This is an optimization exercise on Yosys and OpenROAD, whose aim is small area, a short achievable clock period and few clock cycles per item, not a production implementation.
No functional check of the RTL was part of any run shown here.

==> flow/design.v (outline; a module is shown in full before it is edited, if it fits) <==
// module fir_top: 1205 lines
// module fa: 4 lines
// module ha: 4 lines
// module xr: 3 lines
// module xn: 3 lines
// module nr: 3 lines
// module anb: 3 lines
// module an: 3 lines
// module ao: 3 lines
// module outc: 15 lines
// module outz: 5 lines
// module mux8: 3 lines
module fir_top (
    input  wire       clk,
    input  wire       resetN,
    input  wire       sampleClk,
    input  wire [7:0] sample,
    output reg  [7:0] sum,
    output reg        dav
);
  // ...
==> flow/flow/run.sh <==
#!/bin/bash
# The standard layout (the standard.sh, ORFS from synthesis to the final
# layout) with timing repair aiming at a tighter setup margin than the flow
# settings allow; ORFS writes each tool's log under orfs/logs, and make's own
# output goes to flow_make.log here.
set -euo pipefail
bash standard.sh SETUP_SLACK_MARGIN=7 finish > flow_make.log 2>&1
==> flow/standard.sh <==
#!/bin/bash
# synth_recipe.tcl (not shown) runs the flow's synth.tcl, then flattens the netlist and writes it again
# the make line also repeats each setting of config.mk as NAME=value (left out here)
make -C /OpenROAD-flow-scripts/flow DESIGN_CONFIG=/design/flow/config.mk WORK_HOME=/design/flow/orfs CLKGATE_MAP_FILE= SYNTH_SCRIPT=/design/flow/synth_recipe.tcl "${@:-finish}"
==> flow/config.mk <==
export PLATFORM = sky130hd
export DESIGN_NAME = fir_top
export DESIGN_NICKNAME = fir_top
export VERILOG_FILES = /design/flow/design.v
export SDC_FILE = /design/flow/constraint.sdc
export NUM_CORES = 4
export LEC_CHECK = 0
export CAP_MARGIN = 20
export CORE_MARGIN = 2
export CORE_UTILIZATION = 40
export SLEW_MARGIN = 20
export SYNTH_HIERARCHICAL = 1
==> flow/constraint.sdc <==
create_clock -name core_clock -period 10.0 [get_ports {clk}]
set_input_delay 2.0000 -clock core_clock [delete_from_list [all_inputs] [get_ports {clk}]]
set_output_delay 2.0000 -clock core_clock [all_outputs]
set_load 0.01 [all_outputs]
==> reports/qor.yml, run 1 <==
yosys:
  synth_mux_area_share_pct: 3.04
  ys_seq_area_share_pct: 37.5
  synth-async-reset-ratio_pct: 3.03
  synth_top_family_by_area: "adder cells"
cts:
  cts-root-buf: "clkbuf_16"
  cts_resized: 169
outcome:
  status: "no timing/DRC/antenna violations"
worst_setup_path:
  cp.depth: 18
  r2r_start: "h1[5]$_SDFFCE_PP0P_"
  timing.rr.end: "sum[6]$_DFF_P_"
  cpPeakStageDelay_ps: 520
  reg2reg_depth: 18
  cp-startpoint: "h1[5]$_SDFFCE_PP0P_"
  crit_family: "adder cells"
floorplanning:
  rows: 65
  fp.coreArea_mm2: 0.0316
sta:
  period_share_pct: 42.3
  drv_slew: 0
layout:
  inv_count: 69
  final_nets: 1403
  fillers: 2648
  diodes: 0
  utilization_pct: 51.8
  layout_common_cells: "a21o_1 (161), edfxtp_1 (152), buf_4 (92), xor2_1 (89), and2_1 (84)"
detailed_routing:
  drc: 0
  met2WireLength_mm: 14.0
  drtAntennaViolNets: 0
  dr.pass1.iters: 4
grt:
  grtUsageMet2_pct: 30.7
  grtUsageMet3_pct: 2.67
placed_design:
  dp.cells: 1457
min_path:
  min_from: "h2[1]$_DFFE_PP_"
==> run 2, diff against run 1 <==
==> flow/design.v (replaced) <==
module fir_top (
    input  wire       clk,
    input  wire       resetN,
    input  wire       sampleClk,
    input  wire [7:0] sample,
    output reg  [7:0] sum,
    output reg        dav
);
   reg [7:0] h1, h2, h3, h4, h5, h6, h7, h8;
   reg [8:0] s12, s14, s16;
   reg [9:0] m3;
   reg [19:0] t1, t2, t3;
   reg [3:0] ic;
   wire busy = ~ic[3] | ~ic[2];
   wire en = sampleClk | busy;
   wire [7:0] xin = busy ? 8'd0 : sample;
   wire s_1, c_2;
   ha us_1 (xin[0], h1[0], s_1, c_2);
   wire s_3, c_4;
   ha us_3 (xin[1], h1[1], s_3, c_4);
   wire s_5, c_6;
   ha us_5 (xin[2], h1[2], s_5, c_6);
   wire s_7, c_8;
   ha us_7 (xin[3], h1[3], s_7, c_8);
   wire s_9, c_10;
   ha us_9 (xin[4], h1[4], s_9, c_10);
   wire s_11, c_12;
   ha us_11 (xin[5], h1[5], s_11, c_12);
   wire s_13, c_14;
   ha us_13 (xin[6], h1[6], s_13, c_14);
   wire s_15, c_16;
   ha us_15 (xin[7], h1[7], s_15, c_16);
   wire s_17, c_18;
   ha us_17 (xin[7], h1[7], s_17, c_18);
   wire G_19 = c_4 | (s_3 & c_2);
   wire G_21 = c_6 | (s_5 & c_4);
   wire P_22 = s_5 & s_3;
   wire G_23 = c_8 | (s_7 & c_6);
   wire P_24 = s_7 & s_5;
   wire G_25 = c_10 | (s_9 & c_8);
   wire P_26 = s_9 & s_7;
   wire G_27 = c_12 | (s_11 & c_10);
   wire P_28 = s_11 & s_9;
   wire G_29 = c_14 | (s_13 & c_12);
   wire P_30 = s_13 & s_11;
   wire G_31 = c_16 | (s_15 & c_14);
   wire P_32 = s_15 & s_13;
   wire G_33 = c_18 | (s_17 & c_16);
   wire P_34 = s_17 & s_15;
   wire G_35 = G_21 | (P_22 & c_2);
   wire G_37 = G_23 | (P_24 & G_19);
   wire G_39 = G_25 | (P_26 & G_21);
   wire P_40 = P_26 & P_22;
   wire G_41 = G_27 | (P_28 & G_23);
   wire P_42 = P_28 & P_24;
   wire G_43 = G_29 | (P_30 & G_25);
   wire P_44 = P_30 & P_26;
   wire G_45 = G_31 | (P_32 & G_27);
   wire P_46 = P_32 & P_28;
   wire G_47 = G_33 | (P_34 & G_29);
   wire P_48 = P_34 & P_30;
   wire G_49 = G_39 | (P_40 & c_2);
   wire G_51 = G_41 | (P_42 & G_19);
   wire G_53 = G_43 | (P_44 & G_35);
   wire G_55 = G_45 | (P_46 & G_37);
   wire G_57 = G_47 | (P_48 & G_39);
   wire P_58 = P_48 & P_40;
   wire G_59 = G_57 | (P_58 & c_2);
   wire [8:0] s12n;
   assign s12n[0] = ~(s_1);
   assign s12n[1] = ~(s_3 ^ c_2);
   assign s12n[2] = ~(s_5 ^ G_19);
   assign s12n[3] = ~(s_7 ^ G_35);
   assign s12n[4] = ~(s_9 ^ G_37);
   assign s12n[5] = ~(s_11 ^ G_49);
   assign s12n[6] = ~(s_13 ^ G_51);
   assign s12n[7] = ~(s_15 ^ G_53);
   assign s12n[8] = s_17 ^ G_55;
   wire s_61, c_62;
   ha us_61 (xin[0], h3[0], s_61, c_62);
   wire s_63, c_64;
   ha us_63 (xin[1], h3[1], s_63, c_64);
   wire s_65, c_66;
   ha us_65 (xin[2], h3[2], s_65, c_66);
   wire s_67, c_68;
   ha us_67 (xin[3], h3[3], s_67, c_68);
   wire s_69, c_70;
   ha us_69 (xin[4], h3[4], s_69, c_70);
   wire s_71, c_72;
   ha us_71 (xin[5], h3[5], s_71, c_72);
   wire s_73, c_74;
   ha us_73 (xin[6], h3[6], s_73, c_74);
   wire s_75, c_76;
   ha us_75 (xin[7], h3[7], s_75, c_76);
   wire s_77, c_78;
   ha us_77 (xin[7], h3[7], s_77, c_78);
   wire G_79 = c_64 | (s_63 & c_62);
   wire G_81 = c_66 | (s_65 & c_64);
   wire P_82 = s_65 & s_63;
   wire G_83 = c_68 | (s_67 & c_66);
   wire P_84 = s_67 & s_65;
   wire G_85 = c_70 | (s_69 & c_68);
   wire P_86 = s_69 & s_67;
   wire G_87 = c_72 | (s_71 & c_70);
   wire P_88 = s_71 & s_69;
   wire G_89 = c_74 | (s_73 & c_72);
   wire P_90 = s_73 & s_71;
   wire G_91 = c_76 | (s_75 & c_74);
   wire P_92 = s_75 & s_73;
   wire G_93 = c_78 | (s_77 & c_76);
   wire P_94 = s_77 & s_75;
   wire G_95 = G_81 | (P_82 & c_62);
   wire G_97 = G_83 | (P_84 & G_79);
   wire G_99 = G_85 | (P_86 & G_81);
   wire P_100 = P_86 & P_82;
   wire G_101 = G_87 | (P_88 & G_83);
   wire P_102 = P_88 & P_84;
   wire G_103 = G_89 | (P_90 & G_85);
   wire P_104 = P_90 & P_86;
   wire G_105 = G_91 | (P_92 & G_87);
   wire P_106 = P_92 & P_88;
   wire G_107 = G_93 | (P_94 & G_89);
   wire P_108 = P_94 & P_90;
   wire G_109 = G_99 | (P_100 & c_62);
   wire G_111 = G_101 | (P_102 & G_79);
   wire G_113 = G_103 | (P_104 & G_95);
   wire G_115 = G_105 | (P_106 & G_97);
   wire G_117 = G_107 | (P_108 & G_99);
   wire P_118 = P_108 & P_100;
   wire G_119 = G_117 | (P_118 & c_62);
   wire [8:0] s14n;
   assign s14n[0] = ~(s_61);
   assign s14n[1] = ~(s_63 ^ c_62);
   assign s14n[2] = ~(s_65 ^ G_79);
   assign s14n[3] = ~(s_67 ^ G_95);
   assign s14n[4] = ~(s_69 ^ G_97);
   assign s14n[5] = ~(s_71 ^ G_109);
   assign s14n[6] = ~(s_73 ^ G_111);
   assign s14n[7] = ~(s_75 ^ G_113);
   assign s14n[8] = s_77 ^ G_115;
   wire s_121, c_122;
   ha us_121 (xin[0], h5[0], s_121, c_122);
   wire s_123, c_124;
   ha us_123 (xin[1], h5[1], s_123, c_124);
   wire s_125, c_126;
   ha us_125 (xin[2], h5[2], s_125, c_126);
   wire s_127, c_128;
   ha us_127 (xin[3], h5[3], s_127, c_128);
   wire s_129, c_130;
   ha us_129 (xin[4], h5[4], s_129, c_130);
   wire s_131, c_132;
   ha us_131 (xin[5], h5[5], s_131, c_132);
   wire s_133, c_134;
   ha us_133 (xin[6], h5[6], s_133, c_134);
   wire s_135, c_136;
   ha us_135 (xin[7], h5[7], s_135, c_136);
   wire s_137, c_138;
   ha us_137 (xin[7], h5[7], s_137, c_138);
   wire G_139 = c_124 | (s_123 & c_122);
   wire G_141 = c_126 | (s_125 & c_124);
   wire P_142 = s_125 & s_123;
   wire G_143 = c_128 | (s_127 & c_126);
   wire P_144 = s_127 & s_125;
   wire G_145 = c_130 | (s_129 & c_128);
   wire P_146 = s_129 & s_127;
   wire G_147 = c_132 | (s_131 & c_130);
   wire P_148 = s_131 & s_129;
   wire G_149 = c_134 | (s_133 & c_132);
   wire P_150 = s_133 & s_131;
   wire G_151 = c_136 | (s_135 & c_134);
   wire P_152 = s_135 & s_133;
   wire G_153 = c_138 | (s_137 & c_136);
   wire P_154 = s_137 & s_135;
   wire G_155 = G_141 | (P_142 & c_122);
   wire G_157 = G_143 | (P_144 & G_139);
   wire G_159 = G_145 | (P_146 & G_141);
   wire P_160 = P_146 & P_142;
   wire G_161 = G_147 | (P_148 & G_143);
   wire P_162 = P_148 & P_144;
   wire G_163 = G_149 | (P_150 & G_145);
   wire P_164 = P_150 & P_146;
   wire G_165 = G_151 | (P_152 & G_147);
   wire P_166 = P_152 & P_148;
   wire G_167 = G_153 | (P_154 & G_149);
   wire P_168 = P_154 & P_150;
   wire G_169 = G_159 | (P_160 & c_122);
   wire G_171 = G_161 | (P_162 & G_139);
   wire G_173 = G_163 | (P_164 & G_155);
   wire G_175 = G_165 | (P_166 & G_157);
   wire G_177 = G_167 | (P_168 & G_159);
   wire P_178 = P_168 & P_160;
   wire G_179 = G_177 | (P_178 & c_122);
   wire [8:0] s16n;
   assign s16n[0] = ~(s_121);
   assign s16n[1] = ~(s_123 ^ c_122);
   assign s16n[2] = ~(s_125 ^ G_139);
   assign s16n[3] = ~(s_127 ^ G_155);
   assign s16n[4] = ~(s_129 ^ G_157);
   assign s16n[5] = ~(s_131 ^ G_169);
   assign s16n[6] = ~(s_133 ^ G_171);
   assign s16n[7] = ~(s_135 ^ G_173);
   assign s16n[8] = s_137 ^ G_175;
   wire s_181, c_182;
   ha us_181 (xin[1], xin[0], s_181, c_182);
   wire s_183, c_184;
   ha us_183 (xin[2], xin[1], s_183, c_184);
   wire s_185, c_186;
   ha us_185 (xin[3], xin[2], s_185, c_186);
   wire s_187, c_188;
   ha us_187 (xin[4], xin[3], s_187, c_188);
   wire s_189, c_190;
   ha us_189 (xin[5], xin[4], s_189, c_190);
   wire s_191, c_192;
   ha us_191 (xin[6], xin[5], s_191, c_192);
   wire s_193, c_194;
   ha us_193 (xin[7], xin[6], s_193, c_194);
   wire s_195, c_196;
   ha us_195 (xin[7], xin[7], s_195, c_196);
   wire s_197, c_198;
   ha us_197 (xin[7], xin[7], s_197, c_198);
   wire G_199 = c_182 | (s_181 & 1'b0);
   wire G_201 = c_184 | (s_183 & c_182);
   wire P_202 = s_183 & s_181;
   wire G_203 = c_186 | (s_185 & c_184);
   wire P_204 = s_185 & s_183;
   wire G_205 = c_188 | (s_187 & c_186);
   wire P_206 = s_187 & s_185;
   wire G_207 = c_190 | (s_189 & c_188);
   wire P_208 = s_189 & s_187;
   wire G_209 = c_192 | (s_191 & c_190);
   wire P_210 = s_191 & s_189;
   wire G_211 = c_194 | (s_193 & c_192);
   wire P_212 = s_193 & s_191;
   wire G_213 = c_196 | (s_195 & c_194);
   wire P_214 = s_195 & s_193;
   wire G_215 = c_198 | (s_197 & c_196);
   wire P_216 = s_197 & s_195;
   wire G_217 = G_201 | (P_202 & 1'b0);
   wire G_219 = G_203 | (P_204 & G_199);
   wire G_221 = G_205 | (P_206 & G_201);
   wire P_222 = P_206 & P_202;
   wire G_223 = G_207 | (P_208 & G_203);
   wire P_224 = P_208 & P_204;
   wire G_225 = G_209 | (P_210 & G_205);
   wire P_226 = P_210 & P_206;
   wire G_227 = G_211 | (P_212 & G_207);
   wire P_228 = P_212 & P_208;
   wire G_229 = G_213 | (P_214 & G_209);
   wire P_230 = P_214 & P_210;
   wire G_231 = G_215 | (P_216 & G_211);
   wire P_232 = P_216 & P_212;
   wire G_233 = G_221 | (P_222 & 1'b0);
   wire G_235 = G_223 | (P_224 & G_199);
   wire G_237 = G_225 | (P_226 & G_217);
   wire G_239 = G_227 | (P_228 & G_219);
   wire G_241 = G_229 | (P_230 & G_221);
   wire P_242 = P_230 & P_222;
   wire G_243 = G_231 | (P_232 & G_223);
   wire P_244 = P_232 & P_224;
   wire G_245 = G_241 | (P_242 & 1'b0);
   wire G_247 = G_243 | (P_244 & G_199);
   wire [9:0] m3n;
   assign m3n[0] = ~(xin[0]);
   assign m3n[1] = ~(s_181 ^ 1'b0);
   assign m3n[2] = ~(s_183 ^ G_199);
   assign m3n[3] = ~(s_185 ^ G_217);
   assign m3n[4] = ~(s_187 ^ G_219);
   assign m3n[5] = ~(s_189 ^ G_233);
   assign m3n[6] = ~(s_191 ^ G_235);
   assign m3n[7] = ~(s_193 ^ G_237);
   assign m3n[8] = ~(s_195 ^ G_239);
   assign m3n[9] = s_197 ^ G_245;
   wire s_249, c_250;
   fa us_249 (~s12[2], s12[0], h6[0], s_249, c_250);
   wire s_251, c_252;
   fa us_251 (~s12[3], s12[1], 1'b1, s_251, c_252);
   wire s_253, c_254;
   fa us_253 (h6[1], ~h5[0], c_250, s_253, c_254);
   wire s_255, c_256;
   fa us_255 (~s12[4], s12[2], h6[2], s_255, c_256);
   wire s_257, c_258;
   fa us_257 (~h5[1], c_252, s_255, s_257, c_258);
   wire s_259, c_260;
   fa us_259 (~s12[5], s12[3], h6[3], s_259, c_260);
   wire s_261, c_262;
   fa us_261 (~h5[2], c_256, s_259, s_261, c_262);
   wire s_263, c_264;
   fa us_263 (~s12[6], s12[4], s12[0], s_263, c_264);
   wire s_265, c_266;
   fa us_265 (h6[4], ~h5[3], c_260, s_265, c_266);
   wire s_267, c_268;
   fa us_267 (s_263, c_262, s_265, s_267, c_268);
   wire s_269, c_270;
   fa us_269 (~s12[7], s12[5], 1'b1, s_269, c_270);
   wire s_271, c_272;
   fa us_271 (s12[1], h6[5], ~h5[4], s_271, c_272);
   wire s_273, c_274;
   fa us_273 (c_264, s_269, s_271, s_273, c_274);
   wire s_275, c_276;
   ha us_275 (c_266, s_273, s_275, c_276);
   wire s_277, c_278;
   fa us_277 (~s12[8], s12[6], s12[2], s_277, c_278);
   wire s_279, c_280;
   fa us_279 (h6[6], ~h5[5], c_270, s_279, c_280);
   wire s_281, c_282;
   fa us_281 (c_272, s_277, c_274, s_281, c_282);
   wire s_283, c_284;
   ha us_283 (s_279, c_276, s_283, c_284);
   wire s_285, c_286;
   fa us_285 (s12[7], s12[3], 1'b1, s_285, c_286);
   wire s_287, c_288;
   fa us_287 (s12[0], h6[7], h5[6], s_287, c_288);
   wire s_289, c_290;
   fa us_289 (c_278, s_285, ~s_287, s_289, c_290);
   wire s_291, c_292;
   fa us_291 (c_280, s_289, c_282, s_291, c_292);
   wire s_293, c_294;
   fa us_293 (s12[8], s12[4], 1'b1, s_293, c_294);
   wire s_295, c_296;
   fa us_295 (~s12[1], h5[7], c_286, s_295, c_296);
   wire s_297, c_298;
   fa us_297 (~c_288, s_293, c_290, s_297, c_298);
   wire s_299, c_300;
   ha us_299 (s_295, s_297, s_299, c_300);
   wire s_301, c_302;
   fa us_301 (s12[5], ~s12[2], c_294, s_301, c_302);
   wire s_303, c_304;
   fa us_303 (c_296, s_301, c_298, s_303, c_304);
   wire s_305, c_306;
   fa us_305 (s12[6], ~s12[3], 1'b1, s_305, c_306);
   wire s_307, c_308;
   ha us_307 (s_305, c_302, s_307, c_308);
   wire s_309, c_310;
   fa us_309 (s12[7], ~s12[4], 1'b1, s_309, c_310);
   wire s_311, c_312;
   ha us_311 (c_306, s_309, s_311, c_312);
   wire s_313, c_314;
   fa us_313 (s12[8], ~s12[5], 1'b1, s_313, c_314);
   wire s_315, c_316;
   ha us_315 (c_310, s_313, s_315, c_316);
   wire s_317, c_318;
   fa us_317 (~s12[6], c_314, 1'b1, s_317, c_318);
   wire s_319, c_320;
   xr xs_319 (s12[0], 1'b1, s_319);
   anb ns_319 (s12[0], 1'b1, c_320);
   wire s_321, c_322;
   ha us_321 (s_251, s_253, s_321, c_322);
   wire s_323, c_324;
   ha us_323 (c_254, s_257, s_323, c_324);
   wire s_325, c_326;
   ha us_325 (c_258, s_261, s_325, c_326);
   wire s_327, c_328;
   ha us_327 (c_268, s_275, s_327, c_328);
   wire s_329, c_330;
   ha us_329 (s_281, s_283, s_329, c_330);
   wire s_331, c_332;
   ha us_331 (c_284, s_291, s_331, c_332);
   wire s_333, c_334;
   ha us_333 (c_292, s_299, s_333, c_334);
   wire s_335, c_336;
   ha us_335 (c_300, s_303, s_335, c_336);
   wire s_337, c_338;
   ha us_337 (c_304, s_307, s_337, c_338);
   wire s_339, c_340;
   ha us_339 (c_308, s_311, s_339, c_340);
   wire s_341, c_342;
   ha us_341 (c_312, s_315, s_341, c_342);
   wire s_343, c_344;
   ha us_343 (c_316, s_317, s_343, c_344);
   wire s_345, c_346;
   xr xs_345 (s12[7], c_318, s_345);
   anb ns_345 (s12[7], c_318, c_346);
   wire G_347 = c_320 | (~s_319 & 1'b0);
   wire G_349 = 1'b0 | (~s12[1] & c_320);
   wire P_350 = ~s12[1] & ~s_319;
   wire G_351 = 1'b0 | (s_249 & 1'b0);
   wire P_352 = s_249 & ~s12[1];
   wire G_353 = c_322 | (s_321 & 1'b0);
   wire P_354 = s_321 & s_249;
   wire G_355 = c_324 | (s_323 & c_322);
   wire P_356 = s_323 & s_321;
   wire G_357 = c_326 | (s_325 & c_324);
   wire P_358 = s_325 & s_323;
   wire G_359 = 1'b0 | (s_267 & c_326);
   wire P_360 = s_267 & s_325;
   wire G_361 = c_328 | (s_327 & 1'b0);
   wire P_362 = s_327 & s_267;
   wire G_363 = c_330 | (s_329 & c_328);
   wire P_364 = s_329 & s_327;
   wire G_365 = c_332 | (s_331 & c_330);
   wire P_366 = s_331 & s_329;
   wire G_367 = c_334 | (s_333 & c_332);
   wire P_368 = s_333 & s_331;
   wire G_369 = c_336 | (s_335 & c_334);
   wire P_370 = s_335 & s_333;
   wire G_371 = c_338 | (s_337 & c_336);
   wire P_372 = s_337 & s_335;
   wire G_373 = c_340 | (s_339 & c_338);
   wire P_374 = s_339 & s_337;
   wire G_375 = c_342 | (s_341 & c_340);
   wire P_376 = s_341 & s_339;
   wire G_377 = c_344 | (s_343 & c_342);
   wire P_378 = s_343 & s_341;
   wire G_379 = c_346 | (~s_345 & c_344);
   wire P_380 = ~s_345 & s_343;
   wire G_381 = 1'b0 | (~s12[8] & c_346);
   wire P_382 = ~s12[8] & ~s_345;
   wire G_383 = 1'b0 | (1'b0 & 1'b0);
   wire P_384 = 1'b0 & ~s12[8];
   wire G_385 = G_349 | (P_350 & 1'b0);
   wire G_387 = G_351 | (P_352 & G_347);
   wire G_389 = G_353 | (P_354 & G_349);
   wire P_390 = P_354 & P_350;
   wire G_391 = G_355 | (P_356 & G_351);
   wire P_392 = P_356 & P_352;
   wire G_393 = G_357 | (P_358 & G_353);
   wire P_394 = P_358 & P_354;
   wire G_395 = G_359 | (P_360 & G_355);
   wire P_396 = P_360 & P_356;
   wire G_397 = G_361 | (P_362 & G_357);
   wire P_398 = P_362 & P_358;
   wire G_399 = G_363 | (P_364 & G_359);
   wire P_400 = P_364 & P_360;
   wire G_401 = G_365 | (P_366 & G_361);
   wire P_402 = P_366 & P_362;
   wire G_403 = G_367 | (P_368 & G_363);
   wire P_404 = P_368 & P_364;
   wire G_405 = G_369 | (P_370 & G_365);
   wire P_406 = P_370 & P_366;
   wire G_407 = G_371 | (P_372 & G_367);
   wire P_408 = P_372 & P_368;
   wire G_409 = G_373 | (P_374 & G_369);
   wire P_410 = P_374 & P_370;
   wire G_411 = G_375 | (P_376 & G_371);
   wire P_412 = P_376 & P_372;
   wire G_413 = G_377 | (P_378 & G_373);
   wire P_414 = P_378 & P_374;
   wire G_415 = G_379 | (P_380 & G_375);
   wire P_416 = P_380 & P_376;
   wire G_417 = G_381 | (P_382 & G_377);
   wire P_418 = P_382 & P_378;
   wire G_419 = G_383 | (P_384 & G_379);
   wire P_420 = P_384 & P_380;
   wire G_421 = G_389 | (P_390 & 1'b0);
   wire G_423 = G_391 | (P_392 & G_347);
   wire G_425 = G_393 | (P_394 & G_385);
   wire G_427 = G_395 | (P_396 & G_387);
   wire G_429 = G_397 | (P_398 & G_389);
   wire P_430 = P_398 & P_390;
   wire G_431 = G_399 | (P_400 & G_391);
   wire P_432 = P_400 & P_392;
   wire G_433 = G_401 | (P_402 & G_393);
   wire P_434 = P_402 & P_394;
   wire G_435 = G_403 | (P_404 & G_395);
   wire P_436 = P_404 & P_396;
   wire G_437 = G_405 | (P_406 & G_397);
   wire P_438 = P_406 & P_398;
   wire G_439 = G_407 | (P_408 & G_399);
   wire P_440 = P_408 & P_400;
   wire G_441 = G_409 | (P_410 & G_401);
   wire P_442 = P_410 & P_402;
   wire G_443 = G_411 | (P_412 & G_403);
   wire P_444 = P_412 & P_404;
   wire G_445 = G_413 | (P_414 & G_405);
   wire P_446 = P_414 & P_406;
   wire G_447 = G_415 | (P_416 & G_407);
   wire P_448 = P_416 & P_408;
   wire G_449 = G_417 | (P_418 & G_409);
   wire P_450 = P_418 & P_410;
   wire G_451 = G_419 | (P_420 & G_411);
   wire P_452 = P_420 & P_412;
   wire G_453 = G_429 | (P_430 & 1'b0);
   wire G_455 = G_431 | (P_432 & G_347);
   wire G_457 = G_433 | (P_434 & G_385);
   wire G_459 = G_435 | (P_436 & G_387);
   wire G_461 = G_437 | (P_438 & G_421);
   wire G_463 = G_439 | (P_440 & G_423);
   wire G_465 = G_441 | (P_442 & G_425);
   wire G_467 = G_443 | (P_444 & G_427);
   wire G_469 = G_445 | (P_446 & G_429);
   wire P_470 = P_446 & P_430;
   wire G_471 = G_447 | (P_448 & G_431);
   wire P_472 = P_448 & P_432;
   wire G_473 = G_449 | (P_450 & G_433);
   wire P_474 = P_450 & P_434;
   wire G_475 = G_451 | (P_452 & G_435);
   wire P_476 = P_452 & P_436;
   wire G_477 = G_469 | (P_470 & 1'b0);
   wire G_479 = G_471 | (P_472 & G_347);
   wire G_481 = G_473 | (P_474 & G_385);
   wire G_483 = G_475 | (P_476 & G_387);
   wire [19:0] t3n;
   assign t3n[0] = 1'b1;
   assign t3n[1] = ~s_319 ^ 1'b0;
   assign t3n[2] = ~s12[1] ^ G_347;
   assign t3n[3] = s_249 ^ G_385;
   assign t3n[4] = s_321 ^ G_387;
   assign t3n[5] = s_323 ^ G_421;
   assign t3n[6] = s_325 ^ G_423;
   assign t3n[7] = s_267 ^ G_425;
   assign t3n[8] = s_327 ^ G_427;
   assign t3n[9] = s_329 ^ G_453;
   assign t3n[10] = s_331 ^ G_455;
   assign t3n[11] = s_333 ^ G_457;
   assign t3n[12] = s_335 ^ G_459;
   assign t3n[13] = s_337 ^ G_461;
   assign t3n[14] = s_339 ^ G_463;
   assign t3n[15] = s_341 ^ G_465;
   assign t3n[16] = s_343 ^ G_467;
   assign t3n[17] = ~s_345 ^ G_477;
   assign t3n[18] = ~s12[8] ^ G_479;
   assign t3n[19] = ~(1'b0 ^ G_481);
   wire s_485, c_486;
   fa us_485 (t3[2], s14[2], s14[0], s_485, c_486);
   wire s_487, c_488;
   fa us_487 (t3[3], s14[3], s14[1], s_487, c_488);
   wire s_489, c_490;
   xr xs_489 (h6[0], c_486, s_489);
   anb ns_489 (h6[0], c_486, c_490);
   wire s_491, c_492;
   fa us_491 (t3[4], s14[4], s14[2], s_491, c_492);
   wire s_493, c_494;
   fa us_493 (s14[0], ~h6[1], c_488, s_493, c_494);
   wire s_495, c_496;
   ha us_495 (s_491, c_490, s_495, c_496);
   wire s_497, c_498;
   fa us_497 (t3[5], s14[5], s14[3], s_497, c_498);
   wire s_499, c_500;
   fa us_499 (s14[1], ~h6[2], c_492, s_499, c_500);
   wire s_501, c_502;
   fa us_501 (s_497, c_494, c_496, s_501, c_502);
   wire s_503, c_504;
   fa us_503 (t3[6], s14[6], s14[4], s_503, c_504);
   wire s_505, c_506;
   fa us_505 (s14[2], ~h6[3], c_498, s_505, c_506);
   wire s_507, c_508;
   fa us_507 (s_503, c_500, s_505, s_507, c_508);
   wire s_509, c_510;
   fa us_509 (t3[7], s14[7], s14[5], s_509, c_510);
   wire s_511, c_512;
   fa us_511 (s14[3], ~h6[4], c_504, s_511, c_512);
   wire s_513, c_514;
   fa us_513 (s_509, c_506, s_511, s_513, c_514);
   wire s_515, c_516;
   fa us_515 (t3[8], s14[8], s14[6], s_515, c_516);
   wire s_517, c_518;
   fa us_517 (~s14[4], s14[0], h6[5], s_517, c_518);
   wire s_519, c_520;
   fa us_519 (c_510, s_515, ~s_517, s_519, c_520);
   wire s_521, c_522;
   ha us_521 (c_512, s_519, s_521, c_522);
   wire s_523, c_524;
   fa us_523 (t3[9], s14[7], s14[5], s_523, c_524);
   wire s_525, c_526;
   fa us_525 (s14[1], h6[6], ~c_516, s_525, c_526);
   wire s_527, c_528;
   fa us_527 (~c_518, s_523, c_520, s_527, c_528);
   wire s_529, c_530;
   xr xs_529 (s_525, c_522, s_529);
   anb ns_529 (s_525, c_522, c_530);
   wire s_531, c_532;
   fa us_531 (t3[10], s14[8], s14[6], s_531, c_532);
   wire s_533, c_534;
   fa us_533 (~s14[2], h6[7], c_524, s_533, c_534);
   wire s_535, c_536;
   fa us_535 (s_531, ~c_526, s_533, s_535, c_536);
   wire s_537, c_538;
   ha us_537 (c_528, s_535, s_537, c_538);
   wire s_539, c_540;
   fa us_539 (t3[11], s14[7], ~s14[3], s_539, c_540);
   wire s_541, c_542;
   fa us_541 (c_532, s_539, c_534, s_541, c_542);
   wire s_543, c_544;
   ha us_543 (c_536, s_541, s_543, c_544);
   wire s_545, c_546;
   fa us_545 (t3[12], s14[8], ~s14[4], s_545, c_546);
   wire s_547, c_548;
   fa us_547 (c_540, s_545, c_542, s_547, c_548);
   wire s_549, c_550;
   fa us_549 (t3[13], ~s14[5], c_546, s_549, c_550);
   wire s_551, c_552;
   xr xs_551 (t3[14], s14[6], s_551);
   anb ns_551 (s14[6], t3[14], c_552);
   wire s_553, c_554;
   xr xs_553 (t3[15], s14[7], s_553);
   anb ns_553 (s14[7], t3[15], c_554);
   wire s_555, c_556;
   xr xs_555 (t3[16], s14[8], s_555);
   anb ns_555 (s14[8], t3[16], c_556);
   wire s_557, c_558;
   ha us_557 (t3[0], s14[0], s_557, c_558);
   wire s_559, c_560;
   ha us_559 (t3[1], s14[1], s_559, c_560);
   wire s_561, c_562;
   xr xs_561 (s_487, s_489, s_561);
   anb ns_561 (s_489, s_487, c_562);
   wire s_563, c_564;
   ha us_563 (s_493, s_495, s_563, c_564);
   wire s_565, c_566;
   ha us_565 (s_499, s_501, s_565, c_566);
   wire s_567, c_568;
   ha us_567 (c_502, s_507, s_567, c_568);
   wire s_569, c_570;
   ha us_569 (c_508, s_513, s_569, c_570);
   wire s_571, c_572;
   ha us_571 (c_514, s_521, s_571, c_572);
   wire s_573, c_574;
   xr xs_573 (s_527, s_529, s_573);
   anb ns_573 (s_529, s_527, c_574);
   wire s_575, c_576;
   ha us_575 (c_530, s_537, s_575, c_576);
   wire s_577, c_578;
   ha us_577 (c_538, s_543, s_577, c_578);
   wire s_579, c_580;
   ha us_579 (c_544, s_547, s_579, c_580);
   wire s_581, c_582;
   ha us_581 (c_548, s_549, s_581, c_582);
   wire s_583, c_584;
   xr xs_583 (c_550, s_551, s_583);
   anb ns_583 (s_551, c_550, c_584);
   wire s_585, c_586;
   xr xs_585 (c_552, s_553, s_585);
   anb ns_585 (s_553, c_552, c_586);
   wire s_587, c_588;
   xr xs_587 (c_554, s_555, s_587);
   anb ns_587 (s_555, c_554, c_588);
   wire s_589, c_590;
   ha us_589 (t3[17], c_556, s_589, c_590);
   wire G_591 = c_560 | (s_559 & c_558);
   wire G_593 = 1'b0 | (s_485 & c_560);
   wire P_594 = s_485 & s_559;
   wire G_595 = c_562 | (~s_561 & 1'b0);
   wire P_596 = ~s_561 & s_485;
   wire G_597 = c_564 | (s_563 & c_562);
   wire P_598 = s_563 & ~s_561;
   wire G_599 = c_566 | (s_565 & c_564);
   wire P_600 = s_565 & s_563;
   wire G_601 = c_568 | (s_567 & c_566);
   wire P_602 = s_567 & s_565;
   wire G_603 = c_570 | (s_569 & c_568);
   wire P_604 = s_569 & s_567;
   wire G_605 = c_572 | (s_571 & c_570);
   wire P_606 = s_571 & s_569;
   wire G_607 = c_574 | (~s_573 & c_572);
   wire P_608 = ~s_573 & s_571;
   wire G_609 = c_576 | (s_575 & c_574);
   wire P_610 = s_575 & ~s_573;
   wire G_611 = c_578 | (s_577 & c_576);
   wire P_612 = s_577 & s_575;
   wire G_613 = c_580 | (s_579 & c_578);
   wire P_614 = s_579 & s_577;
   wire G_615 = c_582 | (s_581 & c_580);
   wire P_616 = s_581 & s_579;
   wire G_617 = c_584 | (~s_583 & c_582);
   wire P_618 = ~s_583 & s_581;
   wire G_619 = c_586 | (~s_585 & c_584);
   wire P_620 = ~s_585 & ~s_583;
   wire G_621 = c_588 | (~s_587 & c_586);
   wire P_622 = ~s_587 & ~s_585;
   wire G_623 = c_590 | (s_589 & c_588);
   wire P_624 = s_589 & ~s_587;
   wire G_625 = 1'b0 | (t3[18] & c_590);
   wire P_626 = t3[18] & s_589;
   wire G_627 = 1'b0 | (t3[19] & 1'b0);
   wire P_628 = t3[19] & t3[18];
   wire G_629 = G_593 | (P_594 & c_558);
   wire G_631 = G_595 | (P_596 & G_591);
   wire G_633 = G_597 | (P_598 & G_593);
   wire P_634 = P_598 & P_594;
   wire G_635 = G_599 | (P_600 & G_595);
   wire P_636 = P_600 & P_596;
   wire G_637 = G_601 | (P_602 & G_597);
   wire P_638 = P_602 & P_598;
   wire G_639 = G_603 | (P_604 & G_599);
   wire P_640 = P_604 & P_600;
   wire G_641 = G_605 | (P_606 & G_601);
   wire P_642 = P_606 & P_602;
   wire G_643 = G_607 | (P_608 & G_603);
   wire P_644 = P_608 & P_604;
   wire G_645 = G_609 | (P_610 & G_605);
   wire P_646 = P_610 & P_606;
   wire G_647 = G_611 | (P_612 & G_607);
   wire P_648 = P_612 & P_608;
   wire G_649 = G_613 | (P_614 & G_609);
   wire P_650 = P_614 & P_610;
   wire G_651 = G_615 | (P_616 & G_611);
   wire P_652 = P_616 & P_612;
   wire G_653 = G_617 | (P_618 & G_613);
   wire P_654 = P_618 & P_614;
   wire G_655 = G_619 | (P_620 & G_615);
   wire P_656 = P_620 & P_616;
   wire G_657 = G_621 | (P_622 & G_617);
   wire P_658 = P_622 & P_618;
   wire G_659 = G_623 | (P_624 & G_619);
   wire P_660 = P_624 & P_620;
   wire G_661 = G_625 | (P_626 & G_621);
   wire P_662 = P_626 & P_622;
   wire G_663 = G_627 | (P_628 & G_623);
   wire P_664 = P_628 & P_624;
   wire G_665 = G_633 | (P_634 & c_558);
   wire G_667 = G_635 | (P_636 & G_591);
   wire G_669 = G_637 | (P_638 & G_629);
   wire G_671 = G_639 | (P_640 & G_631);
   wire G_673 = G_641 | (P_642 & G_633);
   wire P_674 = P_642 & P_634;
   wire G_675 = G_643 | (P_644 & G_635);
   wire P_676 = P_644 & P_636;
   wire G_677 = G_645 | (P_646 & G_637);
   wire P_678 = P_646 & P_638;
   wire G_679 = G_647 | (P_648 & G_639);
   wire P_680 = P_648 & P_640;
   wire G_681 = G_649 | (P_650 & G_641);
   wire P_682 = P_650 & P_642;
   wire G_683 = G_651 | (P_652 & G_643);
   wire P_684 = P_652 & P_644;
   wire G_685 = G_653 | (P_654 & G_645);
   wire P_686 = P_654 & P_646;
   wire G_687 = G_655 | (P_656 & G_647);
   wire P_688 = P_656 & P_648;
   wire G_689 = G_657 | (P_658 & G_649);
   wire P_690 = P_658 & P_650;
   wire G_691 = G_659 | (P_660 & G_651);
   wire P_692 = P_660 & P_652;
   wire G_693 = G_661 | (P_662 & G_653);
   wire P_694 = P_662 & P_654;
   wire G_695 = G_663 | (P_664 & G_655);
   wire P_696 = P_664 & P_656;
   wire G_697 = G_673 | (P_674 & c_558);
   wire G_699 = G_675 | (P_676 & G_591);
   wire G_701 = G_677 | (P_678 & G_629);
   wire G_703 = G_679 | (P_680 & G_631);
   wire G_705 = G_681 | (P_682 & G_665);
   wire G_707 = G_683 | (P_684 & G_667);
   wire G_709 = G_685 | (P_686 & G_669);
   wire G_711 = G_687 | (P_688 & G_671);
   wire G_713 = G_689 | (P_690 & G_673);
   wire P_714 = P_690 & P_674;
   wire G_715 = G_691 | (P_692 & G_675);
   wire P_716 = P_692 & P_676;
   wire G_717 = G_693 | (P_694 & G_677);
   wire P_718 = P_694 & P_678;
   wire G_719 = G_695 | (P_696 & G_679);
   wire P_720 = P_696 & P_680;
   wire G_721 = G_713 | (P_714 & c_558);
   wire G_723 = G_715 | (P_716 & G_591);
   wire G_725 = G_717 | (P_718 & G_629);
   wire G_727 = G_719 | (P_720 & G_631);
   wire [19:0] t2n;
   assign t2n[0] = s_557;
   assign t2n[1] = s_559 ^ c_558;
   assign t2n[2] = s_485 ^ G_591;
   assign t2n[3] = ~s_561 ^ G_629;
   assign t2n[4] = s_563 ^ G_631;
   assign t2n[5] = s_565 ^ G_665;
   assign t2n[6] = s_567 ^ G_667;
   assign t2n[7] = s_569 ^ G_669;
   assign t2n[8] = s_571 ^ G_671;
   assign t2n[9] = ~s_573 ^ G_697;
   assign t2n[10] = s_575 ^ G_699;
   assign t2n[11] = s_577 ^ G_701;
   assign t2n[12] = s_579 ^ G_703;
   assign t2n[13] = s_581 ^ G_705;
   assign t2n[14] = ~s_583 ^ G_707;
   assign t2n[15] = ~s_585 ^ G_709;
   assign t2n[16] = ~s_587 ^ G_711;
   assign t2n[17] = s_589 ^ G_721;
   assign t2n[18] = t3[18] ^ G_723;
   assign t2n[19] = ~(t3[19] ^ G_725);
   wire s_729, c_730;
   fa us_729 (t2[2], s16[0], ~h7[2], s_729, c_730);
   wire s_731, c_732;
   fa us_731 (t2[3], s16[1], ~h7[3], s_731, c_732);
   wire s_733, c_734;
   fa us_733 (t2[4], s16[2], s16[0], s_733, c_734);
   wire s_735, c_736;
   xr xs_735 (h7[4], c_732, s_735);
   anb ns_735 (h7[4], c_732, c_736);
   wire s_737, c_738;
   fa us_737 (t2[5], s16[3], s16[1], s_737, c_738);
   wire s_739, c_740;
   fa us_739 (~h7[5], c_734, s_737, s_739, c_740);
   wire s_741, c_742;
   fa us_741 (t2[6], s16[4], s16[2], s_741, c_742);
   wire s_743, c_744;
   fa us_743 (s16[0], ~h7[6], c_738, s_743, c_744);
   wire s_745, c_746;
   fa us_745 (s_741, c_740, s_743, s_745, c_746);
   wire s_747, c_748;
   fa us_747 (t2[7], s16[5], s16[3], s_747, c_748);
   wire s_749, c_750;
   fa us_749 (s16[1], h7[7], c_742, s_749, c_750);
   wire s_751, c_752;
   fa us_751 (s_747, c_744, s_749, s_751, c_752);
   wire s_753, c_754;
   fa us_753 (t2[8], s16[6], s16[4], s_753, c_754);
   wire s_755, c_756;
   fa us_755 (s16[2], c_748, s_753, s_755, c_756);
   wire s_757, c_758;
   ha us_757 (c_750, s_755, s_757, c_758);
   wire s_759, c_760;
   fa us_759 (t2[9], s16[7], s16[5], s_759, c_760);
   wire s_761, c_762;
   fa us_761 (s16[3], c_754, s_759, s_761, c_762);
   wire s_763, c_764;
   ha us_763 (c_756, s_761, s_763, c_764);
   wire s_765, c_766;
   fa us_765 (t2[10], s16[8], s16[6], s_765, c_766);
   wire s_767, c_768;
   fa us_767 (s16[4], c_760, s_765, s_767, c_768);
   wire s_769, c_770;
   ha us_769 (c_762, s_767, s_769, c_770);
   wire s_771, c_772;
   fa us_771 (t2[11], s16[7], s16[5], s_771, c_772);
   wire s_773, c_774;
   fa us_773 (c_766, s_771, c_768, s_773, c_774);
   wire s_775, c_776;
   fa us_775 (t2[12], s16[8], s16[6], s_775, c_776);
   wire s_777, c_778;
   ha us_777 (c_772, s_775, s_777, c_778);
   wire s_779, c_780;
   fa us_779 (t2[13], s16[7], c_776, s_779, c_780);
   wire s_781, c_782;
   ha us_781 (t2[14], s16[8], s_781, c_782);
   wire s_783, c_784;
   xr xs_783 (t2[0], h7[0], s_783);
   anb ns_783 (h7[0], t2[0], c_784);
   wire s_785, c_786;
   xr xs_785 (t2[1], h7[1], s_785);
   anb ns_785 (h7[1], t2[1], c_786);
   wire s_787, c_788;
   ha us_787 (c_730, s_731, s_787, c_788);
   wire s_789, c_790;
   xr xs_789 (s_733, s_735, s_789);
   anb ns_789 (s_735, s_733, c_790);
   wire s_791, c_792;
   ha us_791 (c_736, s_739, s_791, c_792);
   wire s_793, c_794;
   ha us_793 (c_746, s_751, s_793, c_794);
   wire s_795, c_796;
   ha us_795 (c_752, s_757, s_795, c_796);
   wire s_797, c_798;
   ha us_797 (c_758, s_763, s_797, c_798);
   wire s_799, c_800;
   ha us_799 (c_764, s_769, s_799, c_800);
   wire s_801, c_802;
   ha us_801 (c_770, s_773, s_801, c_802);
   wire s_803, c_804;
   ha us_803 (c_774, s_777, s_803, c_804);
   wire s_805, c_806;
   ha us_805 (c_778, s_779, s_805, c_806);
   wire s_807, c_808;
   ha us_807 (c_780, s_781, s_807, c_808);
   wire s_809, c_810;
   ha us_809 (t2[15], c_782, s_809, c_810);
   wire G_811 = c_786 | (~s_785 & c_784);
   wire G_813 = 1'b0 | (s_729 & c_786);
   wire P_814 = s_729 & ~s_785;
   wire G_815 = c_788 | (s_787 & 1'b0);
   wire P_816 = s_787 & s_729;
   wire G_817 = c_790 | (~s_789 & c_788);
   wire P_818 = ~s_789 & s_787;
   wire G_819 = c_792 | (s_791 & c_790);
   wire P_820 = s_791 & ~s_789;
   wire G_821 = 1'b0 | (s_745 & c_792);
   wire P_822 = s_745 & s_791;
   wire G_823 = c_794 | (s_793 & 1'b0);
   wire P_824 = s_793 & s_745;
   wire G_825 = c_796 | (s_795 & c_794);
   wire P_826 = s_795 & s_793;
   wire G_827 = c_798 | (s_797 & c_796);
   wire P_828 = s_797 & s_795;
   wire G_829 = c_800 | (s_799 & c_798);
   wire P_830 = s_799 & s_797;
   wire G_831 = c_802 | (s_801 & c_800);
   wire P_832 = s_801 & s_799;
   wire G_833 = c_804 | (s_803 & c_802);
   wire P_834 = s_803 & s_801;
   wire G_835 = c_806 | (s_805 & c_804);
   wire P_836 = s_805 & s_803;
   wire G_837 = c_808 | (s_807 & c_806);
   wire P_838 = s_807 & s_805;
   wire G_839 = c_810 | (s_809 & c_808);
   wire P_840 = s_809 & s_807;
   wire G_841 = 1'b0 | (t2[16] & c_810);
   wire P_842 = t2[16] & s_809;
   wire G_843 = 1'b0 | (t2[17] & 1'b0);
   wire P_844 = t2[17] & t2[16];
   wire G_845 = 1'b0 | (t2[18] & 1'b0);
   wire P_846 = t2[18] & t2[17];
   wire G_847 = 1'b0 | (t2[19] & 1'b0);
   wire P_848 = t2[19] & t2[18];
   wire G_849 = G_813 | (P_814 & c_784);
   wire G_851 = G_815 | (P_816 & G_811);
   wire G_853 = G_817 | (P_818 & G_813);
   wire P_854 = P_818 & P_814;
   wire G_855 = G_819 | (P_820 & G_815);
   wire P_856 = P_820 & P_816;
   wire G_857 = G_821 | (P_822 & G_817);
   wire P_858 = P_822 & P_818;
   wire G_859 = G_823 | (P_824 & G_819);
   wire P_860 = P_824 & P_820;
   wire G_861 = G_825 | (P_826 & G_821);
   wire P_862 = P_826 & P_822;
   wire G_863 = G_827 | (P_828 & G_823);
   wire P_864 = P_828 & P_824;
   wire G_865 = G_829 | (P_830 & G_825);
   wire P_866 = P_830 & P_826;
   wire G_867 = G_831 | (P_832 & G_827);
   wire P_868 = P_832 & P_828;
   wire G_869 = G_833 | (P_834 & G_829);
   wire P_870 = P_834 & P_830;
   wire G_871 = G_835 | (P_836 & G_831);
   wire P_872 = P_836 & P_832;
   wire G_873 = G_837 | (P_838 & G_833);
   wire P_874 = P_838 & P_834;
   wire G_875 = G_839 | (P_840 & G_835);
   wire P_876 = P_840 & P_836;
   wire G_877 = G_841 | (P_842 & G_837);
   wire P_878 = P_842 & P_838;
   wire G_879 = G_843 | (P_844 & G_839);
   wire P_880 = P_844 & P_840;
   wire G_881 = G_845 | (P_846 & G_841);
   wire P_882 = P_846 & P_842;
   wire G_883 = G_847 | (P_848 & G_843);
   wire P_884 = P_848 & P_844;
   wire G_885 = G_853 | (P_854 & c_784);
   wire G_887 = G_855 | (P_856 & G_811);
   wire G_889 = G_857 | (P_858 & G_849);
   wire G_891 = G_859 | (P_860 & G_851);
   wire G_893 = G_861 | (P_862 & G_853);
   wire P_894 = P_862 & P_854;
   wire G_895 = G_863 | (P_864 & G_855);
   wire P_896 = P_864 & P_856;
   wire G_897 = G_865 | (P_866 & G_857);
   wire P_898 = P_866 & P_858;
   wire G_899 = G_867 | (P_868 & G_859);
   wire P_900 = P_868 & P_860;
   wire G_901 = G_869 | (P_870 & G_861);
   wire P_902 = P_870 & P_862;
   wire G_903 = G_871 | (P_872 & G_863);
   wire P_904 = P_872 & P_864;
   wire G_905 = G_873 | (P_874 & G_865);
   wire P_906 = P_874 & P_866;
   wire G_907 = G_875 | (P_876 & G_867);
   wire P_908 = P_876 & P_868;
   wire G_909 = G_877 | (P_878 & G_869);
   wire P_910 = P_878 & P_870;
   wire G_911 = G_879 | (P_880 & G_871);
   wire P_912 = P_880 & P_872;
   wire G_913 = G_881 | (P_882 & G_873);
   wire P_914 = P_882 & P_874;
   wire G_915 = G_883 | (P_884 & G_875);
   wire P_916 = P_884 & P_876;
   wire G_917 = G_893 | (P_894 & c_784);
   wire G_919 = G_895 | (P_896 & G_811);
   wire G_921 = G_897 | (P_898 & G_849);
   wire G_923 = G_899 | (P_900 & G_851);
   wire G_925 = G_901 | (P_902 & G_885);
   wire G_927 = G_903 | (P_904 & G_887);
   wire G_929 = G_905 | (P_906 & G_889);
   wire G_931 = G_907 | (P_908 & G_891);
   wire G_933 = G_909 | (P_910 & G_893);
   wire P_934 = P_910 & P_894;
   wire G_935 = G_911 | (P_912 & G_895);
   wire P_936 = P_912 & P_896;
   wire G_937 = G_913 | (P_914 & G_897);
   wire P_938 = P_914 & P_898;
   wire G_939 = G_915 | (P_916 & G_899);
   wire P_940 = P_916 & P_900;
   wire G_941 = G_933 | (P_934 & c_784);
   wire G_943 = G_935 | (P_936 & G_811);
   wire G_945 = G_937 | (P_938 & G_849);
   wire G_947 = G_939 | (P_940 & G_851);
   wire [19:0] t1n;
   assign t1n[0] = ~s_783;
   assign t1n[1] = ~s_785 ^ c_784;
   assign t1n[2] = s_729 ^ G_811;
   assign t1n[3] = s_787 ^ G_849;
   assign t1n[4] = ~s_789 ^ G_851;
   assign t1n[5] = s_791 ^ G_885;
   assign t1n[6] = s_745 ^ G_887;
   assign t1n[7] = s_793 ^ G_889;
   assign t1n[8] = s_795 ^ G_891;
   assign t1n[9] = s_797 ^ G_917;
   assign t1n[10] = s_799 ^ G_919;
   assign t1n[11] = s_801 ^ G_921;
   assign t1n[12] = s_803 ^ G_923;
   assign t1n[13] = s_805 ^ G_925;
   assign t1n[14] = s_807 ^ G_927;
   assign t1n[15] = s_809 ^ G_929;
   assign t1n[16] = t2[16] ^ G_931;
   assign t1n[17] = t2[17] ^ G_941;
   assign t1n[18] = t2[18] ^ G_943;
   assign t1n[19] = ~(t2[19] ^ G_945);
   wire s_949, c_950;
   fa us_949 (t1[3], m3[0], ~h1[3], s_949, c_950);
   wire s_951, c_952;
   fa us_951 (t1[4], m3[1], ~h1[4], s_951, c_952);
   wire s_953, c_954;
   fa us_953 (t1[5], m3[2], ~h1[5], s_953, c_954);
   wire s_955, c_956;
   fa us_955 (t1[6], m3[3], ~h1[6], s_955, c_956);
   wire s_957, c_958;
   fa us_957 (t1[7], m3[4], h1[7], s_957, c_958);
   wire s_959, c_960;
   ha us_959 (t1[8], m3[5], s_959, c_960);
   wire s_961, c_962;
   ha us_961 (t1[9], m3[6], s_961, c_962);
   wire s_963, c_964;
   ha us_963 (t1[10], m3[7], s_963, c_964);
   wire s_965, c_966;
   ha us_965 (t1[11], m3[8], s_965, c_966);
   wire s_967, c_968;
   ha us_967 (t1[12], m3[9], s_967, c_968);
   wire s_969, c_970;
   xr xs_969 (t1[0], h1[0], s_969);
   anb ns_969 (h1[0], t1[0], c_970);
   wire s_971, c_972;
   xr xs_971 (t1[1], h1[1], s_971);
   anb ns_971 (h1[1], t1[1], c_972);
   wire s_973, c_974;
   xr xs_973 (t1[2], h1[2], s_973);
   anb ns_973 (h1[2], t1[2], c_974);
   wire s_975, c_976;
   ha us_975 (c_950, s_951, s_975, c_976);
   wire s_977, c_978;
   ha us_977 (c_952, s_953, s_977, c_978);
   wire s_979, c_980;
   ha us_979 (c_954, s_955, s_979, c_980);
   wire s_981, c_982;
   ha us_981 (c_956, s_957, s_981, c_982);
   wire s_983, c_984;
   ha us_983 (c_958, s_959, s_983, c_984);
   wire s_985, c_986;
   ha us_985 (c_960, s_961, s_985, c_986);
   wire s_987, c_988;
   ha us_987 (c_962, s_963, s_987, c_988);
   wire G_989 = c_972 | (~s_971 & c_970);
   wire G_991 = c_974 | (~s_973 & c_972);
   wire P_992 = ~s_973 & ~s_971;
   wire G_993 = 1'b0 | (s_949 & c_974);
   wire P_994 = s_949 & ~s_973;
   wire G_995 = c_976 | (s_975 & 1'b0);
   wire P_996 = s_975 & s_949;
   wire G_997 = c_978 | (s_977 & c_976);
   wire P_998 = s_977 & s_975;
   wire G_999 = c_980 | (s_979 & c_978);
   wire P_1000 = s_979 & s_977;
   wire G_1001 = c_982 | (s_981 & c_980);
   wire P_1002 = s_981 & s_979;
   wire G_1003 = c_984 | (s_983 & c_982);
   wire P_1004 = s_983 & s_981;
   wire G_1005 = c_986 | (s_985 & c_984);
   wire P_1006 = s_985 & s_983;
   wire G_1007 = c_988 | (s_987 & c_986);
   wire P_1008 = s_987 & s_985;
   wire G_1009 = 1'b0 | (1'b0 & c_988);
   wire P_1010 = 1'b0 & s_987;
   wire G_1011 = G_991 | (P_992 & c_970);
   wire G_1013 = G_993 | (P_994 & G_989);
   wire G_1015 = G_995 | (P_996 & G_991);
   wire P_1016 = P_996 & P_992;
   wire G_1017 = G_997 | (P_998 & G_993);
   wire P_1018 = P_998 & P_994;
   wire G_1019 = G_999 | (P_1000 & G_995);
   wire P_1020 = P_1000 & P_996;
   wire G_1021 = G_1001 | (P_1002 & G_997);
   wire P_1022 = P_1002 & P_998;
   wire G_1023 = G_1003 | (P_1004 & G_999);
   wire P_1024 = P_1004 & P_1000;
   wire G_1025 = G_1005 | (P_1006 & G_1001);
   wire P_1026 = P_1006 & P_1002;
   wire G_1027 = G_1007 | (P_1008 & G_1003);
   wire P_1028 = P_1008 & P_1004;
   wire G_1029 = G_1009 | (P_1010 & G_1005);
   wire P_1030 = P_1010 & P_1006;
   wire G_1031 = G_1015 | (P_1016 & c_970);
   wire G_1033 = G_1017 | (P_1018 & G_989);
   wire G_1035 = G_1019 | (P_1020 & G_1011);
   wire G_1037 = G_1021 | (P_1022 & G_1013);
   wire G_1039 = G_1023 | (P_1024 & G_1015);
   wire P_1040 = P_1024 & P_1016;
   wire G_1041 = G_1025 | (P_1026 & G_1017);
   wire P_1042 = P_1026 & P_1018;
   wire G_1043 = G_1027 | (P_1028 & G_1019);
   wire P_1044 = P_1028 & P_1020;
   wire G_1045 = G_1029 | (P_1030 & G_1021);
   wire P_1046 = P_1030 & P_1022;
   wire G_1047 = G_1039 | (P_1040 & c_970);
   wire G_1049 = G_1041 | (P_1042 & G_989);
   wire G_1051 = G_1043 | (P_1044 & G_1011);
   wire G_1053 = G_1045 | (P_1046 & G_1013);
   wire [11:0] rl;
   assign rl[0] = ~s_969;
   assign rl[1] = ~s_971 ^ c_970;
   assign rl[2] = ~s_973 ^ G_989;
   assign rl[3] = s_949 ^ G_1011;
   assign rl[4] = s_975 ^ G_1013;
   assign rl[5] = s_977 ^ G_1031;
   assign rl[6] = s_979 ^ G_1033;
   assign rl[7] = s_981 ^ G_1035;
   assign rl[8] = s_983 ^ G_1037;
   assign rl[9] = s_985 ^ G_1047;
   assign rl[10] = s_987 ^ G_1049;
   assign rl[11] = 1'b0 ^ G_1051;
   wire c11 = rl[11];
   wire s_1055, c_1056;
   ha us_1055 (c_964, s_965, s_1055, c_1056);
   wire s_1057, c_1058;
   ha us_1057 (c_966, s_967, s_1057, c_1058);
   wire s_1059, c_1060;
   ha us_1059 (t1[13], c_968, s_1059, c_1060);
   wire G_1061 = c_1058 | (s_1057 & c_1056);
   wire G_1063 = c_1060 | (s_1059 & c_1058);
   wire P_1064 = s_1059 & s_1057;
   wire G_1065 = 1'b0 | (t1[14] & c_1060);
   wire P_1066 = t1[14] & s_1059;
   wire G_1067 = 1'b0 | (t1[15] & 1'b0);
   wire P_1068 = t1[15] & t1[14];
   wire G_1069 = 1'b0 | (t1[16] & 1'b0);
   wire P_1070 = t1[16] & t1[15];
   wire G_1071 = 1'b0 | (t1[17] & 1'b0);
   wire P_1072 = t1[17] & t1[16];
   wire G_1073 = 1'b0 | (t1[18] & 1'b0);
   wire P_1074 = t1[18] & t1[17];
   wire G_1075 = 1'b0 | (t1[19] & 1'b0);
   wire P_1076 = t1[19] & t1[18];
   wire G_1077 = G_1063 | (P_1064 & c_1056);
   wire G_1079 = G_1065 | (P_1066 & G_1061);
   wire G_1081 = G_1067 | (P_1068 & G_1063);
   wire P_1082 = P_1068 & P_1064;
   wire G_1083 = G_1069 | (P_1070 & G_1065);
   wire P_1084 = P_1070 & P_1066;
   wire G_1085 = G_1071 | (P_1072 & G_1067);
   wire P_1086 = P_1072 & P_1068;
   wire G_1087 = G_1073 | (P_1074 & G_1069);
   wire P_1088 = P_1074 & P_1070;
   wire G_1089 = G_1075 | (P_1076 & G_1071);
   wire P_1090 = P_1076 & P_1072;
   wire G_1091 = G_1081 | (P_1082 & c_1056);
   wire G_1093 = G_1083 | (P_1084 & G_1061);
   wire G_1095 = G_1085 | (P_1086 & G_1077);
   wire G_1097 = G_1087 | (P_1088 & G_1079);
   wire G_1099 = G_1089 | (P_1090 & G_1081);
   wire P_1100 = P_1090 & P_1082;
   wire G_1101 = G_1099 | (P_1100 & c_1056);
   wire [8:0] q;
   assign q[0] = s_1055;
   assign q[1] = s_1057 ^ c_1056;
   assign q[2] = s_1059 ^ G_1061;
   assign q[3] = t1[14] ^ G_1077;
   assign q[4] = t1[15] ^ G_1079;
   assign q[5] = t1[16] ^ G_1091;
   assign q[6] = t1[17] ^ G_1093;
   assign q[7] = t1[18] ^ G_1095;
   assign q[8] = t1[19] ^ G_1097;
   wire c7;
   carry7 uc7 (rl[9:3], sample[6:0], c7);
   wire [7:0] v1 = q[7:0] + 8'd1;
   wire [7:0] v2 = q[7:0] + 8'd2;
   wire signed [8:0] qs = q;
   wire [5:0] sp = {qs >= 9'sd126, qs >= 9'sd127, qs >= 9'sd127, qs >= 9'sd128, qs >= 9'sd128, qs >= 9'sd129};
   wire [5:0] sn = {qs < -9'sd130, qs < -9'sd129, qs < -9'sd129, qs < -9'sd128, qs < -9'sd128, qs < -9'sd127};
   wire [7:0] out0, out1, sumNext;
   outm uo0 (c11, rl[10], sample[7], 1'b0, q[7:0], v1, v2, sp, sn, out0);
   outm uo1 (c11, rl[10], sample[7], 1'b1, q[7:0], v1, v2, sp, sn, out1);
   mux8 uom (c7, out0, out1, sumNext);
   always @(posedge clk, negedge resetN)
     if (!resetN) begin
        ic <= 4'd0;
        dav <= 1'b0;
     end else begin
        if (busy) ic <= ic + 4'd1;
        dav <= sampleClk & ~busy;
     end
   always @(posedge clk) begin
      sum <= sumNext;
      if (en) begin
         t1 <= t1n; t2 <= t2n; t3 <= t3n;
         s12 <= s12n; s14 <= s14n; s16 <= s16n;
         m3 <= m3n;
         h1 <= xin; h2 <= h1; h3 <= h2; h4 <= h3;
         h5 <= h4; h6 <= h5; h7 <= h6; h8 <= h7;
      end
   end
endmodule
module carry7 (input [6:0] a, input [6:0] b, output c);
   wire [7:0] s = {1'b0, a} + {1'b0, b};
   assign c = s[7];
endmodule
module outm (input c11, input r7, input x7, input c, input [7:0] v0,
             input [7:0] v1, input [7:0] v2, input [5:0] sp, input [5:0] sn,
             output reg [7:0] o);
   reg [5:0] k;
   always @* begin
      case ({c11, r7, x7, c})
        4'b0010: k = 6'b000001;
        4'b0000, 4'b0011, 4'b0110: k = 6'b000010;
        4'b0001, 4'b0100, 4'b0111, 4'b1010: k = 6'b000100;
        4'b0101, 4'b1000, 4'b1011, 4'b1110: k = 6'b001000;
        4'b1001, 4'b1100, 4'b1111: k = 6'b010000;
        4'b1101: k = 6'b100000;
        default: k = 6'b000000;
      endcase
      if (|(k & sp)) o = 8'h7f;
      else if (|(k & sn)) o = 8'h80;
      else if (k[5] | k[4]) o = v2;
      else if (k[3] | k[2]) o = v1;
      else o = v0;
   end
endmodule
module mux8 (input s, input [7:0] a, input [7:0] b, output [7:0] y);
   assign y = s ? b : a;
endmodule
module fa (input a, input b, input c, output s, output co);
   assign s = a ^ b ^ c;
   assign co = (a & b) | (a & c) | (b & c);
endmodule
module ha (input a, input b, output s, output co);
   assign s = a ^ b;
   assign co = a & b;
endmodule
module xr (input a, input b, output y);
   assign y = a ^ b;
endmodule
module nr (input a, input b, output y);
   assign y = ~(a | b);
endmodule
module anb (input a, input b, output y);
   assign y = ~a & b;
endmodule
==> flow/run.sh (new file) <==
#!/bin/bash
# synth_recipe.tcl (not shown) runs the flow's synth.tcl, then flattens the netlist and writes it again
# the make line also repeats each setting of config.mk as NAME=value (left out here)
make -C /OpenROAD-flow-scripts/flow DESIGN_CONFIG=/design/flow/config.mk WORK_HOME=/design/flow/orfs CLKGATE_MAP_FILE= SYNTH_SCRIPT=/design/flow/synth_recipe.tcl finish
==> flow/config.mk (replaced) <==
export PLATFORM = sky130hd
export DESIGN_NAME = fir_top
export DESIGN_NICKNAME = fir_top
export VERILOG_FILES = /design/flow/design.v
export SDC_FILE = /design/flow/constraint.sdc
export NUM_CORES = 4
export LEC_CHECK = 0
export CAP_MARGIN = 20
export CORE_MARGIN = 2
export CORE_UTILIZATION = 65
export CTS_BUF_LIST = sky130_fd_sc_hd__clkbuf_8
export CTS_CLUSTER_SIZE = 30
export SETUP_SLACK_MARGIN = 5
export SLEW_MARGIN = 20
export SYNTH_HIERARCHICAL = 1
removed: flow/flow/run.sh
removed: flow/standard.sh
==> reports/qor.yml, run 2 <==
yosys:
  synth-seq-cells: 165  # unchanged
  synth-async-reset-ratio_pct: 3.03  # unchanged
  synth.top_cells.by_count: "edfxtp_1 (152), ha_1 (125), inv_1 (88)"  # was a21o_1 (166), edfxtp_1 (152), ha_1 (112)
  ys_warn_count: 8  # was 7
  ys.flop_type: "edfxtp_1"  # unchanged
  mappedNetlistArea_mm2: 0.0130  # was 0.0129 mm2
  syn_inst: 1112  # was 1035
  synth_most_common_cell: "edfxtp_1"  # was a21o_1
  yosysUniqueCellTypes: 81  # was 44
  synth_edf_count: 152  # unchanged
  yosysTopAreaCell: "edfxtp_1"  # unchanged
  synth_top_area_share_pct: 35.1  # was 35.3%
  avgSynthCellArea_um2: 11.7  # was 12.5 um2
  ys_seq_area_share_pct: 37.3  # was 37.5%
  ys_top_cells_by_area: "edfxtp_1 (35%), fa_1 (13%), ha_1 (12%), xnor2_1 (4.2%), a21oi_1 (3.2%)"  # was edfxtp_1 (35%), fa_1 (13%), ha_1 (11%), a21o_1 (9.6%), xor2_1 (6.6%)
sta:
  skew_ps: 22.6  # was 15.9 ps
  worst_slack_ps: 5440  # was 5770 ps
  hold_viol_final: 0  # unchanged
  rsz0062_at_grt: "no"  # was yes
  setup_tns_ps: 0  # unchanged
  period_needed_ps: 4560  # was 4230 ps
  slew_headroom_pct: 31.5  # was 46.9%
  worstMarginPinSlew_ps: 1030  # was 795 ps
  fmax_mhz: 219  # was 236 MHz
  setup-violations-final: 0  # unchanged
  drv_slew: 0  # unchanged
  hold_slack_ps: 428  # was 423 ps
  period_share_pct: 45.6  # was 42.3%
layout:
  instances_no_fill: 1427  # was 1612
  layout_commonest_cell: "edfxtp_1"  # was a21o_1
  diodes: 0  # unchanged
  final_nets: 1367  # was 1403
  top_regs: "t1 (20), t2 (20), t3 (19)"  # unchanged
  utilization_pct: 71.2  # was 51.8%
  area_growth_syn_to_layout_pct: 6.97  # was 26.8%
  finalInstanceArea_mm2: 0.0139  # was 0.0164 mm2
  drive_gt1_share_pct: 8.26  # was 29.9%
  layout_common_cells: "edfxtp_1 (152), ha_1 (125), inv_1 (88), a21oi_1 (82), fa_1 (82)"  # was a21o_1 (161), edfxtp_1 (152), buf_4 (92), xor2_1 (89), and2_1 (84)
worst_setup_path:
  critPathMaxFanout: 8  # was 5
  start_kind: "flop"  # unchanged
  required_ps: 10360  # was 10390 ps
  end_kind: "flop"  # unchanged
  worst-setup-path-type: "flop to flop"  # unchanged
  arrival_ps: 4930  # was 4620 ps
floorplanning:
  dieArea_mm2: 0.0211  # was 0.0337 mm2
  start_util_pct: 66.5  # was 40.8%
  die_w_um: 145  # was 184 um
  die_y_um: 145  # was 184 um
  io-pin-count: 20  # unchanged
  rows: 51  # was 65
  fp.coreArea_mm2: 0.0195  # was 0.0316 mm2
cts:
  cts_buffers: 17  # unchanged
  cts_setup_buffers: 0  # was 85
  cts_tree: "done"  # unchanged
  clkTransAtPathRegs_ps: 100  # was 80 ps
  clkSinkCount: 165  # unchanged
  cts_hold_buf: 0  # unchanged
  htreeDepth: 4  # unchanged
  worstSkewPairLatency_ps: 470  # was 450 ps
  cts-root-buf: "clkbuf_8"  # was clkbuf_16
  clk_path_buf_depth: 2  # unchanged
  cts_resized: 0  # was 169
placed_design:
  pre_cts_slack_ps: 5340  # was 4690 ps
  dp.cells: 1395  # was 1457
  dpl_cell_area_mm2: 0.0135  # was 0.0140 mm2
  gp_congestion: 0.873  # was 0.772
  port_buffers: 19  # unchanged
  place_hpwl_mm: 20.4  # was 19.6 mm
outcome:
  status: "no timing/DRC/antenna violations"  # unchanged
grt:
  grt-busiest-layer: "met2"  # unchanged
  gr-usage-met1_pct: 30.6  # was 22.6%
  grtUsageMet2_pct: 45.7  # was 30.7%
  grt_pass1_vias: 8328  # was 8403
  grt_usage_pct: 25.1  # was 17.5%
  gr-total-overflow: 0  # unchanged
  grtUsageMet3_pct: 4.55  # was 2.67%
  antenna_found_initial: 0  # was 1
  grt_max_degree: 86  # was 38
  grt_first_pass_wirelength_mm: 41.6  # was 45.2 mm
detailed_routing:
  drc: 0  # unchanged
  dr.pass1.iters: 5  # was 4
  vias_per_cell: 5.80  # was 4.99
  wirelength_mm: 25.6  # was 27.9 mm
  wl_per_cell_um: 17.9  # was 17.3 um
  vias: 8278  # was 8040
  dr.first_iter.drc_count: 373  # was 337
  drtAntennaViolNets: 0  # unchanged
min_path:
  min_path_type: "flop to flop"  # unchanged
job:
  maxCapViolCount: 0  # unchanged
[run 2: worst max-delay path, cell delays in order (launching register included)]
cell,delay [ps]
edfxtp_1,430
ha_1,290
ha_1,300
ha_1,200
o21a_1,190
or2_1,290
clkinv_2,90
ha_1,220
nand3_1,170
nor3_2,440
nand2_1,150
a31oi_1,530
mux2i_1,150
o22ai_1,260
or3b_1,330
o32ai_1,130
mux2_4,290
[run 2: worst paths after layout]
path	startpoint	to	slack [ps]	cells after the start
max	m3[9]$_DFFE_PP_	sum[7]$_DFF_P_	5440	16
min	h4[1]$_DFFE_PP_	h5[1]$_DFFE_PP_	430	0
max reg2reg	m3[9]$_DFFE_PP_	sum[7]$_DFF_P_	5440	16
min reg2reg	h4[1]$_DFFE_PP_	h5[1]$_DFFE_PP_	430	0
max in group asynchronous	resetN	ic[1]$_DFFE_PN0P_	8090	1
min in group asynchronous	resetN	ic[3]$_DFFE_PN0P_	1730	1
[run 2: area by class of cell]
class,count,area [um2]
Inverter,90,340
Tap cell,265,332
Timing Repair Buffer,23,220
Clock buffer,17,234
Multi-Input combinational cell,852,7760
Fill cell,1472,5630
Sequential cell,165,4850
Clock inverter,15,165
[run 2: modules after synthesis, one instance, submodules excluded]
module	flip-flops and latches	cells inside
fa	0	1
mux8	0	9
anb	0	1
xr	0	1
carry7	0	14
outm	0	79
ha	0	1
fir_top	165	711
[run 2: layer usage]
metal	share of wire, %	wire length [um]	up-vias
li1	-	-	4086
met3	3.7	956	40
met1	42	10700	4002
met5	0	0	-
met2	52	13400	150
met4	2.1	533	0
[run 2: cells by family (layout without fill, tap and decap cells)]
logic type,after synthesis,in the layout,share of synthesized area (%)
fa+ha+maj,207,207,24.7
compound gates,246,246,12.8
flops,165,165,37.3
simple gates,238,238,11.0
xor+xnor,108,108,7.45
mux,38,38,3.28
buf+inv,108,145,3.45
other cells,2,15,0.0578

afterwards: timing with drivers on the ports:
The results above use ideal ports. As a check the final layouts listed here were re-extracted and re-timed, cells and wires unchanged.
Step 1 assumes that a clkbuf_16 drives the clock port and a buf_2 every other input.
Step 2, shift: input delay + t, output delay - t, t = (earliest + latest rising clock arrival at the registers) / 2. This alone moves slack from input paths to output paths.
Three values: ideal, step 1, step 2; two values: the first two.
run | shift t [ns] | setup slack, ns | worst data-port slew with drivers (ns) | pins driven straight from the clock port
run 1 | 0.487 | 5.768 / 5.768 / 5.619 | 0.06 | 1
run 2 | 0.502 | 5.435 / 5.435 / 5.255 | 0.04 | 1
After both steps every run listed still meets setup and hold. The setup slack of run 2, which loses most, moves by 0.000 ns with the drivers and by -0.180 ns with both steps.
